This is an optimization exercise on Yosys and OpenROAD, whose aim is a short achievable clock period and few clock cycles, not a production implementation. Power is estimated from default activity; no workload was simulated.

==> job 5486 <==
==> flow/design.v <==
module mips_core (clk, rst, iaddr, idata, daddr, dwr, ddout, ddin);
	input  clk;
	input  rst;
	output [31:0] iaddr;
	input  [31:0] idata;
	output [31:0] daddr;
	output        dwr;
	output [31:0] ddout;
	input  [31:0] ddin;
	reg [31:0] pc;
	reg        vD;
	reg [31:0] irD;
	reg [31:0] pcp1D;
	reg [31:0] predD;
	reg        vE;
	reg [31:0] aE, bE, sdE;
	reg        fA_M, fA_W, fB_M, fB_W, fS_M, fS_W;
	reg [4:0]  shE;
	reg        opAddE, opSubE, opSltE, opAndE, opOrE, opXorE, opNorE, opSllE, opSrlE, opPassE;
	reg        wenE, memtoregE, swE, brE, jregE;
	reg [4:0]  wdE;
	reg [31:0] altE, predE;
	reg [31:0] resM, sdM;
	reg        wenM, memtoregM, dwrM;
	reg [4:0]  wdM;
	reg [31:0] resW;
	reg        wenW;
	reg [4:0]  wdW;
	reg [31:0] rf [1:31];
	reg [31:0] rsOH, rtOH;    
	reg [31:0] ras;
	reg [31:0] jt [0:3];
	reg [1:0]  pcloD, pcloE;
	reg        jalrE;
	assign iaddr = pc;
	wire [31:0] pcp1 = pc + 32'd1;
	wire [5:0] opF = idata[31:26];
	wire [5:0] fnF = idata[5:0];
	wire jF   = (opF == 6'h02) | (opF == 6'h03);
	wire bneF = (opF == 6'h05) & (idata[15:0] != 16'd0);
	wire jrF  = (opF == 6'h00) & (fnF == 6'h08);
	wire jalrF = (opF == 6'h00) & (fnF == 6'h09);
	wire [31:0] jTgtF = {pcp1[31:13], idata[12:0]};
	wire [15:0] bg0 = {pc[15:1] & idata[15:1], pc[0] | idata[0]};
	wire [15:0] bp0 = pc[15:0] ^ idata[15:0];
	wire [15:0] bg1 = bg0 | (bp0 & {bg0[14:0], 1'b0});
	wire [15:0] bp1 = bp0 & {bp0[14:0], 1'b0};
	wire [15:0] bg2 = bg1 | (bp1 & {bg1[13:0], 2'b0});
	wire [15:0] bp2 = bp1 & {bp1[13:0], 2'b0};
	wire [15:0] bg3 = bg2 | (bp2 & {bg2[11:0], 4'b0});
	wire [15:0] bp3 = bp2 & {bp2[11:0], 4'b0};
	wire [15:0] bg4 = bg3 | (bp3 & {bg3[7:0], 8'b0});
	wire [15:0] bTgtLo = bp0 ^ {bg4[14:0], 1'b1};
	wire bC16 = bg4[15];
	wire [15:0] pcHiP1 = pc[31:16] + 16'd1;
	wire [15:0] pcHiM1 = pc[31:16] - 16'd1;
	wire [15:0] bTgtHi = idata[15] ? (bC16 ? pc[31:16] : pcHiM1) : (bC16 ? pcHiP1 : pc[31:16]);
	wire [31:0] bTgtF = {bTgtHi, bTgtLo};
	wire [31:0] nextF = jF ? jTgtF : bneF ? bTgtF : jrF ? ras : jalrF ? jt[pc[1:0]] : pcp1;
	wire [5:0] opD = irD[31:26];
	wire [5:0] fnD = irD[5:0];
	wire [4:0] rsD = irD[25:21];
	wire [4:0] rtD = irD[20:16];
	wire [4:0] rdD = irD[15:11];
	wire [31:0] seD = {{16{irD[15]}}, irD[15:0]};
	wire rtypeD = (opD == 6'h00);
	wire fAddD  = rtypeD & ((fnD == 6'h20) | (fnD == 6'h21));
	wire fSubD  = rtypeD & ((fnD == 6'h22) | (fnD == 6'h23));
	wire fAndD  = rtypeD & (fnD == 6'h24);
	wire fOrD   = rtypeD & (fnD == 6'h25);
	wire fXorD  = rtypeD & (fnD == 6'h26);
	wire fNorD  = rtypeD & (fnD == 6'h27);
	wire fSltD  = rtypeD & ((fnD == 6'h2a) | (fnD == 6'h2b));
	wire fSllD  = rtypeD & (fnD == 6'h00);
	wire fSrlD  = rtypeD & (fnD == 6'h02);
	wire jrD    = rtypeD & (fnD == 6'h08);
	wire jalrD  = rtypeD & (fnD == 6'h09);
	wire rRegD  = fAddD | fSubD | fAndD | fOrD | fXorD | fNorD | fSltD;
	wire iAddD  = (opD == 6'h08) | (opD == 6'h09);
	wire iAndD  = (opD == 6'h0c);
	wire iOrD   = (opD == 6'h0d);
	wire iSltD  = (opD == 6'h0a);
	wire luiD   = (opD == 6'h0f);
	wire lwD    = (opD == 6'h23);
	wire swD    = (opD == 6'h2b);
	wire beqD   = (opD == 6'h04);
	wire bneD   = (opD == 6'h05);
	wire jD     = (opD == 6'h02);
	wire jalD   = (opD == 6'h03);
	wire usesRsD = rRegD | jrD | jalrD | iAddD | iAndD | iOrD | iSltD | lwD | swD | beqD | bneD;
	wire usesRtD = rRegD | fSllD | fSrlD | swD | beqD | bneD;
	wire [4:0] wdD = (jalD | jalrD) ? 5'd31 : rtypeD ? rdD : rtD;
	wire writesD = rtypeD | iAddD | iAndD | iOrD | iSltD | luiD | lwD | jalD;
	wire wenD = writesD & (wdD != 5'd0);
	reg [31:0] rfA, rfB;
	integer ri;
	always @(*) begin
		rfA = 32'd0;
		rfB = 32'd0;
		for (ri = 1; ri < 32; ri = ri + 1) begin
			rfA = rfA | ({32{rsOH[ri]}} & rf[ri]);
			rfB = rfB | ({32{rtOH[ri]}} & rf[ri]);
		end
	end
	wire [31:0] rsvD = (wenW && wdW == rsD) ? resW : rfA;
	wire [31:0] rtvD = (wenW && wdW == rtD) ? resW : rfB;
	wire stallD = vD & vE & memtoregE & wenE &
	              ((usesRsD & (wdE == rsD)) | (usesRtD & (wdE == rtD)));
	wire [31:0] brTgtD = pcp1D + seD;
	wire immZeroD = (irD[15:0] == 16'd0);
	wire [31:0] A  = fA_M ? resM : fA_W ? resW : aE;
	wire [31:0] B  = fB_M ? resM : fB_W ? resW : bE;
	wire [31:0] SD = fS_M ? resM : fS_W ? resW : sdE;
	wire subE = opSubE | opSltE;
	wire [32:0] sumE = {1'b0, A} + {1'b0, B ^ {32{subE}}} + {32'd0, subE};
	wire ltE = ~sumE[32];
	wire [31:0] resE =
		({32{opAddE | opSubE}} & sumE[31:0]) |
		({32{opSltE}} & {31'd0, ltE}) |
		({32{opAndE}} & (A & B)) |
		({32{opOrE}}  & (A | B)) |
		({32{opXorE}} & (A ^ B)) |
		({32{opNorE}} & ~(A | B)) |
		({32{opSllE}} & (B << shE)) |
		({32{opSrlE}} & (B >> shE)) |
		({32{opPassE}} & bE);
	wire eqE = (A == B);
	wire rsFromE = wenE & (wdE == rsD);
	wire rtFromE = wenE & (wdE == rtD);
	wire sumOpE = (opAddE | opSubE) & ~memtoregE;
	wire [31:0] Ysum = B ^ {32{opSubE}};
	wire [31:0] psum = A ^ Ysum;
	wire [31:0] csum = {psum[30:0] | A[30:0], opSubE};
	wire sumZeroD = (psum == csum);
	wire resolvD = (rsD == rtD) |
	               (sumOpE & rsFromE & (rtD == 5'd0)) |
	               (sumOpE & rtFromE & (rsD == 5'd0));
	wire eqD = (rsD == rtD) | sumZeroD;
	wire brMayD = (beqD | bneD) & ~immZeroD;
	wire redirD = vD & brMayD & resolvD & eqD & ~stallD & ~redirE;
	wire [31:0] tgtD = beqD ? brTgtD : pcp1D;
	wire redirE = vE & ((brE & eqE) | (jregE & (A != predE)));
	wire [31:0] tgtE = jregE ? A : altE;
	wire advD = vD & ~stallD & ~redirE;
	assign daddr = resM;
	assign ddout = sdM;
	assign dwr   = dwrM;
	always @(posedge clk) begin
		if (rst) begin
			pc <= 32'd0;
			vD <= 1'b0;
		end else if (redirE) begin
			pc <= tgtE;
			vD <= 1'b0;
		end else if (redirD) begin
			pc <= tgtD;
			vD <= 1'b0;
		end else if (!stallD) begin
			pc <= nextF;
			vD <= 1'b1;
		end
		if (!stallD) begin
			irD <= idata;
			rsOH <= 32'd1 << idata[25:21];
			rtOH <= 32'd1 << idata[20:16];
			pcp1D <= pcp1;
			predD <= nextF;
			pcloD <= pc[1:0];
		end
		if (rst) begin
			vE <= 1'b0;
			wenE <= 1'b0;
			memtoregE <= 1'b0;
			swE <= 1'b0;
			brE <= 1'b0;
			jregE <= 1'b0;
			jalrE <= 1'b0;
		end else begin
			jalrE <= advD & jalrD;
			vE <= advD;
			wenE <= advD & wenD;
			memtoregE <= advD & lwD;
			swE <= advD & swD;
			brE <= advD & brMayD & ~resolvD;
			jregE <= advD & (jrD | jalrD);
		end
		wdE <= wdD;
		aE <= rsvD;
		bE <= luiD ? {irD[15:0], 16'd0} :
		      (jalD | jalrD) ? pcp1D :
		      (iAddD | iAndD | iOrD | iSltD | lwD | swD) ? seD :
		      (rRegD | fSllD | fSrlD | beqD | bneD) ? rtvD : 32'd0;
		sdE <= rtvD;
		shE <= irD[10:6];
		fA_M <= wenE & (wdE == rsD);
		fA_W <= wenM & (wdM == rsD);
		fB_M <= (rRegD | fSllD | fSrlD | beqD | bneD) & wenE & (wdE == rtD);
		fB_W <= (rRegD | fSllD | fSrlD | beqD | bneD) & wenM & (wdM == rtD);
		fS_M <= wenE & (wdE == rtD);
		fS_W <= wenM & (wdM == rtD);
		opAddE <= fAddD | iAddD | lwD | swD;
		opSubE <= fSubD;
		opSltE <= fSltD | iSltD;
		opAndE <= fAndD | iAndD;
		opOrE  <= fOrD | iOrD;
		opXorE <= fXorD;
		opNorE <= fNorD;
		opSllE <= fSllD;
		opSrlE <= fSrlD;
		opPassE <= luiD | jalD | jalrD | (rtypeD & ~rRegD & ~fSllD & ~fSrlD);
		altE <= beqD ? brTgtD : pcp1D;
		predE <= predD;
		pcloE <= pcloD;
		if (rst) begin
			jt[0] <= 32'd0;
			jt[1] <= 32'd0;
			jt[2] <= 32'd0;
			jt[3] <= 32'd0;
		end else if (jalrE)
			jt[pcloE] <= A;
		if (rst)
			ras <= 32'd0;
		else if (advD & (jalD | jalrD))
			ras <= pcp1D;
		if (rst) begin
			wenM <= 1'b0;
			memtoregM <= 1'b0;
			dwrM <= 1'b0;
		end else begin
			wenM <= wenE;
			memtoregM <= memtoregE;
			dwrM <= swE;
		end
		wdM <= wdE;
		resM <= resE;
		sdM <= SD;
		if (rst)
			wenW <= 1'b0;
		else
			wenW <= wenM;
		wdW <= wdM;
		resW <= memtoregM ? ddin : resM;
		if (wenW)
			rf[wdW] <= resW;
	end
endmodule
==> flow/flow/run.sh <==
#!/bin/bash
# The standard layout, with two changes to how it is made:
#  - the timing repair passes aim for a setup slack well beyond the clock
#    period's (the constraints themselves are unchanged);
#  - adders are left to ABC's delay-driven mapping instead of being mapped
#    to full-adder cells first (the registers are unchanged).
set -euo pipefail
bash standard.sh SETUP_SLACK_MARGIN=7.5 TNS_END_PERCENT=20 ADDER_MAP_FILE= finish > standard.log 2>&1
==> flow/standard.sh <==
#!/bin/bash
# synth_recipe.tcl (not shown) runs the flow's synth.tcl, then flattens the netlist and writes it again
# the make line also repeats each setting of config.mk as NAME=value (left out here)
make -C /OpenROAD-flow-scripts/flow DESIGN_CONFIG=/design/flow/config.mk WORK_HOME=/design/flow/orfs CLKGATE_MAP_FILE= SYNTH_SCRIPT=/design/flow/synth_recipe.tcl "${@:-finish}"
==> flow/config.mk <==
export PLATFORM = sky130hd
export DESIGN_NAME = mips_core
export DESIGN_NICKNAME = mips_core
export VERILOG_FILES = /design/flow/design.v
export SDC_FILE = /design/flow/constraint.sdc
export NUM_CORES = 4
export LEC_CHECK = 0
export ABC_CLOCK_PERIOD_IN_PS = 1500
export CAP_MARGIN = 20
export CORE_MARGIN = 2
export CORE_UTILIZATION = 30
export PLACE_DENSITY = 0.5
export SLEW_MARGIN = 20
==> flow/constraint.sdc <==
create_clock -name core_clock -period 11.0 [get_ports {clk}]
set_input_delay 2.2000 -clock core_clock [delete_from_list [all_inputs] [get_ports {clk}]]
set_output_delay 2.2000 -clock core_clock [all_outputs]
set_load 0.01 [all_outputs]
==> job 926 (differences from job 5486) <==
--- a/flow/design.v
+++ b/flow/design.v
@@ -27,7 +27,6 @@
 	reg        wenW;
 	reg [4:0]  wdW;
 	reg [31:0] rf [1:31];
-	reg [31:0] rsOH, rtOH;    
 	reg [31:0] ras;
 	reg [31:0] jt [0:3];
 	reg [1:0]  pcloD, pcloE;
@@ -41,22 +40,8 @@
 	wire jrF  = (opF == 6'h00) & (fnF == 6'h08);
 	wire jalrF = (opF == 6'h00) & (fnF == 6'h09);
 	wire [31:0] jTgtF = {pcp1[31:13], idata[12:0]};
-	wire [15:0] bg0 = {pc[15:1] & idata[15:1], pc[0] | idata[0]};
-	wire [15:0] bp0 = pc[15:0] ^ idata[15:0];
-	wire [15:0] bg1 = bg0 | (bp0 & {bg0[14:0], 1'b0});
-	wire [15:0] bp1 = bp0 & {bp0[14:0], 1'b0};
-	wire [15:0] bg2 = bg1 | (bp1 & {bg1[13:0], 2'b0});
-	wire [15:0] bp2 = bp1 & {bp1[13:0], 2'b0};
-	wire [15:0] bg3 = bg2 | (bp2 & {bg2[11:0], 4'b0});
-	wire [15:0] bp3 = bp2 & {bp2[11:0], 4'b0};
-	wire [15:0] bg4 = bg3 | (bp3 & {bg3[7:0], 8'b0});
-	wire [15:0] bTgtLo = bp0 ^ {bg4[14:0], 1'b1};
-	wire bC16 = bg4[15];
-	wire [15:0] pcHiP1 = pc[31:16] + 16'd1;
-	wire [15:0] pcHiM1 = pc[31:16] - 16'd1;
-	wire [15:0] bTgtHi = idata[15] ? (bC16 ? pc[31:16] : pcHiM1) : (bC16 ? pcHiP1 : pc[31:16]);
-	wire [31:0] bTgtF = {bTgtHi, bTgtLo};
-	wire [31:0] nextF = jF ? jTgtF : bneF ? bTgtF : jrF ? ras : jalrF ? jt[pc[1:0]] : pcp1;
+	wire [32:0] bTgtF = {pc, 1'b1} + {{16{idata[15]}}, idata[15:0], 1'b1};
+	wire [31:0] nextF = jF ? jTgtF : bneF ? bTgtF[32:1] : jrF ? ras : jalrF ? jt[pc[1:0]] : pcp1;
 	wire [5:0] opD = irD[31:26];
 	wire [5:0] fnD = irD[5:0];
 	wire [4:0] rsD = irD[25:21];
@@ -92,16 +77,8 @@
 	wire [4:0] wdD = (jalD | jalrD) ? 5'd31 : rtypeD ? rdD : rtD;
 	wire writesD = rtypeD | iAddD | iAndD | iOrD | iSltD | luiD | lwD | jalD;
 	wire wenD = writesD & (wdD != 5'd0);
-	reg [31:0] rfA, rfB;
-	integer ri;
-	always @(*) begin
-		rfA = 32'd0;
-		rfB = 32'd0;
-		for (ri = 1; ri < 32; ri = ri + 1) begin
-			rfA = rfA | ({32{rsOH[ri]}} & rf[ri]);
-			rfB = rfB | ({32{rtOH[ri]}} & rf[ri]);
-		end
-	end
+	wire [31:0] rfA = (rsD == 5'd0) ? 32'd0 : rf[rsD];
+	wire [31:0] rfB = (rtD == 5'd0) ? 32'd0 : rf[rtD];
 	wire [31:0] rsvD = (wenW && wdW == rsD) ? resW : rfA;
 	wire [31:0] rtvD = (wenW && wdW == rtD) ? resW : rfB;
 	wire stallD = vD & vE & memtoregE & wenE &
@@ -125,20 +102,6 @@
 		({32{opSrlE}} & (B >> shE)) |
 		({32{opPassE}} & bE);
 	wire eqE = (A == B);
-	wire rsFromE = wenE & (wdE == rsD);
-	wire rtFromE = wenE & (wdE == rtD);
-	wire sumOpE = (opAddE | opSubE) & ~memtoregE;
-	wire [31:0] Ysum = B ^ {32{opSubE}};
-	wire [31:0] psum = A ^ Ysum;
-	wire [31:0] csum = {psum[30:0] | A[30:0], opSubE};
-	wire sumZeroD = (psum == csum);
-	wire resolvD = (rsD == rtD) |
-	               (sumOpE & rsFromE & (rtD == 5'd0)) |
-	               (sumOpE & rtFromE & (rsD == 5'd0));
-	wire eqD = (rsD == rtD) | sumZeroD;
-	wire brMayD = (beqD | bneD) & ~immZeroD;
-	wire redirD = vD & brMayD & resolvD & eqD & ~stallD & ~redirE;
-	wire [31:0] tgtD = beqD ? brTgtD : pcp1D;
 	wire redirE = vE & ((brE & eqE) | (jregE & (A != predE)));
 	wire [31:0] tgtE = jregE ? A : altE;
 	wire advD = vD & ~stallD & ~redirE;
@@ -152,17 +115,12 @@
 		end else if (redirE) begin
 			pc <= tgtE;
 			vD <= 1'b0;
-		end else if (redirD) begin
-			pc <= tgtD;
-			vD <= 1'b0;
 		end else if (!stallD) begin
 			pc <= nextF;
 			vD <= 1'b1;
 		end
 		if (!stallD) begin
 			irD <= idata;
-			rsOH <= 32'd1 << idata[25:21];
-			rtOH <= 32'd1 << idata[20:16];
 			pcp1D <= pcp1;
 			predD <= nextF;
 			pcloD <= pc[1:0];
@@ -181,7 +139,7 @@
 			wenE <= advD & wenD;
 			memtoregE <= advD & lwD;
 			swE <= advD & swD;
-			brE <= advD & brMayD & ~resolvD;
+			brE <= advD & (beqD | bneD) & ~immZeroD;
 			jregE <= advD & (jrD | jalrD);
 		end
 		wdE <= wdD;
==> flow/flow/run.sh (replaced) <==
#!/bin/bash
# The standard layout, with the timing repair passes aiming for a setup slack
# well beyond the clock period's (the constraints themselves are unchanged).
set -euo pipefail
bash standard.sh SETUP_SLACK_MARGIN=7.5 TNS_END_PERCENT=20 finish > standard.log 2>&1
Settings changed: ABC_CLOCK_PERIOD_IN_PS 1500 to 3000.
==> comparison <==
- Job 926 completed with no timing, DRC or antenna violations. Job 5486 finished with timing, DRC and antenna clean.
- Between job 926 and job 5486, the lower hold slack is in job 5486 (gap 0.014 ns).
- Area after synthesis: job 5486 is smaller than job 926 (about 2.4%).
- Against job 5486, the total power of job 926 is smaller by 7.5%.
- Against job 926, the synthesized cell count of job 5486 is higher by about 15%.
- Between job 926 and job 5486, the lower sequential share of layout area is in job 926 (gap 2.3 points).
- Cell count: job 926 is smaller than job 5486 (7.3%).
- Clock power is about the same in job 926 and job 5486.
- Between job 926 and job 5486, the lower flip-flop and latch count is in job 926 (gap 52).
- Of job 5486 and job 926, job 5486 has the higher sequential power (gap about 8%, measured against job 926).
- In critical path depth, job 926 and job 5486 do not differ.
No run of this note included a check of the RTL's function; only the layout flow was run.

==> port drivers added, routing unchanged <==
Ports are ideal in the flow. The routed layouts listed here were re-timed in OpenROAD. Step 1 sets driving cells, clkbuf_16 on the clock port and buf_2 on the other inputs (assumed; they add their load-dependent delay and slew). Step 2 times the ports against the registers' clock, not the clock port: input delays grow and output delays shrink by t, the midpoint of the rising clock arrivals with the driver on. Three values: ideal, step 1, step 2; two values: the first two.
run | shift t [ns] | slack for setup (ns) | slew at the worst register clock pin (ns) | pins driven straight from the clock port
job 5486 | 0.951 | 6.411 / 6.411 / 5.746 | 0.07 / 0.07 | 1
job 926 | 0.936 | 6.597 / 6.639 / 5.703 | 0.07 / 0.07 | 1
After both steps setup and hold are still met in every run listed. The setup slack of job 926, which loses most, moves by +0.042 ns with the drivers and by -0.894 ns with both steps.
